Background: an optimization exercise with open tools, aiming at small area. Do not read the settings as production practice. Only simulation tests tie the RTL to the original design; equivalence was not proved.

## pipelined_processor
module pipelined_processor(
  input wire clk,
  input wire rst,
  input wire [15:0] input_reg,
  output reg [15:0] output_reg,
  output wire [10:0] imem_addr,
  input wire [15:0] imem_rdata,
  output wire dmem_re,
  output wire [10:0] dmem_raddr,
  input wire [15:0] dmem_rdata,
  output wire dmem_we,
  output wire [10:0] dmem_waddr,
  output wire [15:0] dmem_wdata
);
export LEC_CHECK = 0
export ABC_AREA = 1
export CAP_MARGIN = 20
export CORE_MARGIN = 2
export CORE_UTILIZATION = 40
export SLEW_MARGIN = 20
create_clock -name core_clock -period 50.0 [get_ports {clk}]
standard.sh (not shown) runs the stock make flow with config.mk's settings and CLKGATE_MAP_FILE= SYNTH_SCRIPT=/design/flow/synth_recipe.tcl, a recipe that flattens the netlist after the stock synthesis.
==> flow/flow/run.sh <==
#!/bin/bash
set -o pipefail
export BUFFER_PORTS_ARGS="-buffer_cell sky130_fd_sc_hd__buf_1"
export CTS_ARGS="-sink_clustering_enable -repair_clock_nets -dont_use_dummy_load -buf_list sky130_fd_sc_hd__clkbuf_16"
bash standard.sh > standard.log 2>&1
The starting point ran to the end with no violations.
==> next run, changes <==
==> flow/flow/run.sh (replaced) <==
#!/bin/bash
set -o pipefail
export BUFFER_PORTS_ARGS="-buffer_cell sky130_fd_sc_hd__buf_1"
export CTS_ARGS="-sink_clustering_enable -repair_clock_nets -dont_use_dummy_load -buf_list sky130_fd_sc_hd__clkbuf_4"
bash standard.sh > standard.log 2>&1
Settings changed: CORE_UTILIZATION 40 to 65.
After rerunning: Area after synthesis is unchanged; setup slack got worse by 940 ps; synthesized cell count is unchanged; wire length came out lower by 3.0%; flip-flop and latch count is unchanged; cell area came out lower by 2.9%.
==> next run, changes <==
==> flow/flow/run.sh (replaced) <==
#!/bin/bash
set -o pipefail
export BUFFER_PORTS_ARGS="-buffer_cell sky130_fd_sc_hd__buf_1"
bash standard.sh > standard.log 2>&1
Settings changed: CORE_UTILIZATION 65 to 40, CTS_BUF_LIST set to sky130_fd_sc_hd__clkbuf_4.
Outcome: The new run completed with no timing, DRC or antenna violations; wire length came out higher by 3.5%; fmax came out higher by about 2%; via count went down by 5.7%; global-route usage fell by 18 points.
==> next run, changes <==
==> flow/flow/run.sh (replaced) <==
#!/bin/bash
set -o pipefail
export BUFFER_PORTS_ARGS="-buffer_cell sky130_fd_sc_hd__buf_1"
export CTS_ARGS="-sink_clustering_enable -repair_clock_nets -dont_use_dummy_load -sink_clustering_size 30 -sink_clustering_max_diameter 80 -buf_list sky130_fd_sc_hd__clkbuf_16"
bash standard.sh > standard.log 2>&1
Settings changed: CTS_BUF_LIST sky130_fd_sc_hd__clkbuf_4 to unset.
The new run went through all stages and came out clean.
Wire length decreases by 0.92%.
Cell count came out lower by 2.7%.
Maximum frequency hardly moves.
Design area is lower by 1.9%.
Global-route usage came out lower by 0.41 points.
Worst setup slack got worse by 5.8 ps.
Hold slack gets better by 35 ps.
Sequential cell count does not change.
Die area does not change.
==> next run, changes <==
==> flow/run.sh (new file) <==
#!/bin/bash
# synth_recipe.tcl (not shown) runs the flow's synth.tcl, then flattens the netlist and writes it again
# the make line also repeats each setting of config.mk as NAME=value (left out here)
make -C /OpenROAD-flow-scripts/flow DESIGN_CONFIG=/design/flow/config.mk WORK_HOME=/design/flow/orfs CLKGATE_MAP_FILE= SYNTH_SCRIPT=/design/flow/synth_recipe.tcl finish
Settings changed: CTS_BUF_LIST set to sky130_fd_sc_hd__clkbuf_4.
removed: flow/flow/run.sh
removed: flow/standard.sh
Outcome: First-iteration DRC count increases by 0.82%; setup slack gets worse by 160 ps; non-clock buffer count increases by 6; sequential cell count stays the same; synthesized area is unchanged; final cell count increases by 3.0%.
==> next run, changes <==
==> flow/flow/run.sh (new file) <==
#!/bin/bash
set -o pipefail
export BUFFER_PORTS_ARGS="-buffer_cell sky130_fd_sc_hd__buf_1"
export CTS_ARGS="-sink_clustering_enable -repair_clock_nets -dont_use_dummy_load -buf_list sky130_fd_sc_hd__clkbuf_4"
bash standard.sh > standard.log 2>&1
==> flow/standard.sh (new file) <==
#!/bin/bash
# synth_recipe.tcl (not shown) runs the flow's synth.tcl, then flattens the netlist and writes it again
# the make line also repeats each setting of config.mk as NAME=value (left out here)
make -C /OpenROAD-flow-scripts/flow DESIGN_CONFIG=/design/flow/config.mk WORK_HOME=/design/flow/orfs CLKGATE_MAP_FILE= SYNTH_SCRIPT=/design/flow/synth_recipe.tcl "${@:-finish}"
Settings changed: CTS_BUF_LIST sky130_fd_sc_hd__clkbuf_4 to unset.
removed: flow/run.sh
After rerunning: The new run completed with no timing, DRC or antenna violations. Synthesized area does not change. Count of clock-buffer cells in the layout drops by 54. Die area stays the same.

Setup of try-lagoon:
Another version of the RTL of pipelined_processor (not shown whole).
Size in the first run: ~310 flip-flops, ~120 I/O pins, about 29000 µm² of cells after synthesis.
clock: 50.0 ns
lec_check: 0
abc_area: 1
cap_margin: 20
core_margin: 2
core_utilization: 65
slew_margin: 20
==> flow/flow/run.sh <==
#!/bin/bash
set -o pipefail
export BUFFER_PORTS_ARGS="-buffer_cell sky130_fd_sc_hd__buf_1"
export CTS_ARGS="-sink_clustering_enable -repair_clock_nets -dont_use_dummy_load -sink_clustering_size 25 -sink_clustering_max_diameter 80 -buf_list sky130_fd_sc_hd__clkbuf_16"
bash standard.sh > standard.log 2>&1
try-lagoon went all the way through the flow, and no timing, DRC or antenna check failed.
What try-harbor does differently from try-lagoon at the input level:
Settings: changing CORE_UTILIZATION from 65 to 55.
--- outcome ---
- Going from try-lagoon to try-harbor, final non-filler cell area grew slightly.
- Core area: try-lagoon and try-harbor compared, higher one is try-harbor
- Measured against each other, try-lagoon and try-harbor differ in first-pass GRT wire length, the lower figure coming from try-lagoon.
- Met2 wirelength from detailed routing (try-harbor / try-lagoon): 1.09
- Taking try-lagoon as the reference, in try-harbor detailed-placement wirelength estimate shows an increase of about 4%, global-route usage over all layers shows a reduction of 5.8 points, number of gates resized after cts shows a reduction of 2, number of global-route vias before repair shows a reduction of 523.
Inputs modified between try-harbor and try-indigo:
Settings: CORE_UTILIZATION now 65, was 55.
==> flow/flow/run.sh <==
#!/bin/bash
set -o pipefail
export BUFFER_PORTS_ARGS="-buffer_cell sky130_fd_sc_hd__buf_1"
export CTS_ARGS="-sink_clustering_enable -repair_clock_nets -dont_use_dummy_load -sink_clustering_size 30 -sink_clustering_max_diameter 80 -buf_list sky130_fd_sc_hd__clkbuf_16"
bash standard.sh > standard.log 2>&1
The highest fanout seen on the critical path in try-indigo was higher than what try-harbor gave. Per the comparison of try-indigo with try-harbor, worst-case setup slack after placement decreased 0.14 ns; global-route usage increased 5.8 points; number of fill cells decreased 1196; number of non-clock buffers decreased about 10%. Summary of try-indigo over try-harbor: wire length per cell after detailed routing now sits lower; minimum setup slack in the final design decreased 0.49 ns.
Input-level comparison between try-maple and try-indigo:
Settings: CORE_UTILIZATION: 65 -> 40.
==> flow/flow/run.sh <==
#!/bin/bash
set -o pipefail
export BUFFER_PORTS_ARGS="-buffer_cell sky130_fd_sc_hd__buf_1"
export CTS_ARGS="-sink_clustering_enable -repair_clock_nets -dont_use_dummy_load -sink_clustering_size 25 -sink_clustering_max_diameter 80 -buf_list sky130_fd_sc_hd__clkbuf_16"
bash standard.sh > standard.log 2>&1
Notes after the runs:
try-maple vs. try-indigo: number of ordinary and repair buffers in the finished layout increased 25; number of standard cells in the final layout excluding fillers higher; number of buffers added by the clock tree synthesis step rose 5.
try-maple against try-indigo; wire length is up by a few percent.
try-maple: PASS, flow complete, no timing, DRC or antenna violations

[port drivers added, routing unchanged]
Ports are ideal in the flow. The routed layouts listed here were re-timed in OpenROAD. Step 1 assumes that a clkbuf_16 drives the clock port and a buf_2 every other input. Step 2 moves the port delays by t, midway between the first and last clock arrival at a register: inputs arrive t later, outputs are due t later. That takes back most of the time a late clock gives input paths. a / b / c = ideal ports / drivers / drivers and shift; a / b = the first two.
run	shift t [ns]	slack for setup (ns)	worst hold slack (ns)	worst register clock-pin slew, ns	worst data-port slew with drivers (ns)
the first run of note 1	0.599	2.970 / 2.970 / 2.970	0.323 / 0.323 / 0.323	0.07 / 0.07	0.07
the second run of note 1	0.853	2.027 / 2.027 / 2.027	0.254 / 0.254 / 0.254	0.07 / 0.07	0.05
the third run of note 1	0.869	2.960 / 2.960 / 2.960	0.297 / 0.297 / 0.297	0.08 / 0.08	0.07
the fourth run of note 1	0.598	2.955 / 2.955 / 2.955	0.333 / 0.333 / 0.333	0.11 / 0.11	0.07
the fifth run of note 1	0.873	2.791 / 2.791 / 2.791	0.303 / 0.303 / 0.303	0.07 / 0.07	0.07
the sixth run of note 1	0.838	2.881 / 2.881 / 2.881	0.261 / 0.261 / 0.261	0.07 / 0.07	0.07
try-lagoon	0.587	2.248 / 2.248 / 2.248	0.334 / 0.334 / 0.334	0.11 / 0.11	0.05
try-harbor	0.581	2.547 / 2.547 / 2.547	0.336 / 0.336 / 0.336	0.11 / 0.11	0.04
try-indigo	0.582	2.055 / 2.055 / 2.055	0.340 / 0.340 / 0.340	0.12 / 0.12	0.04
try-maple	0.605	3.061 / 3.061 / 3.061	0.321 / 0.321 / 0.321	0.10 / 0.10	0.06
After both steps setup and hold are still met in every run listed.
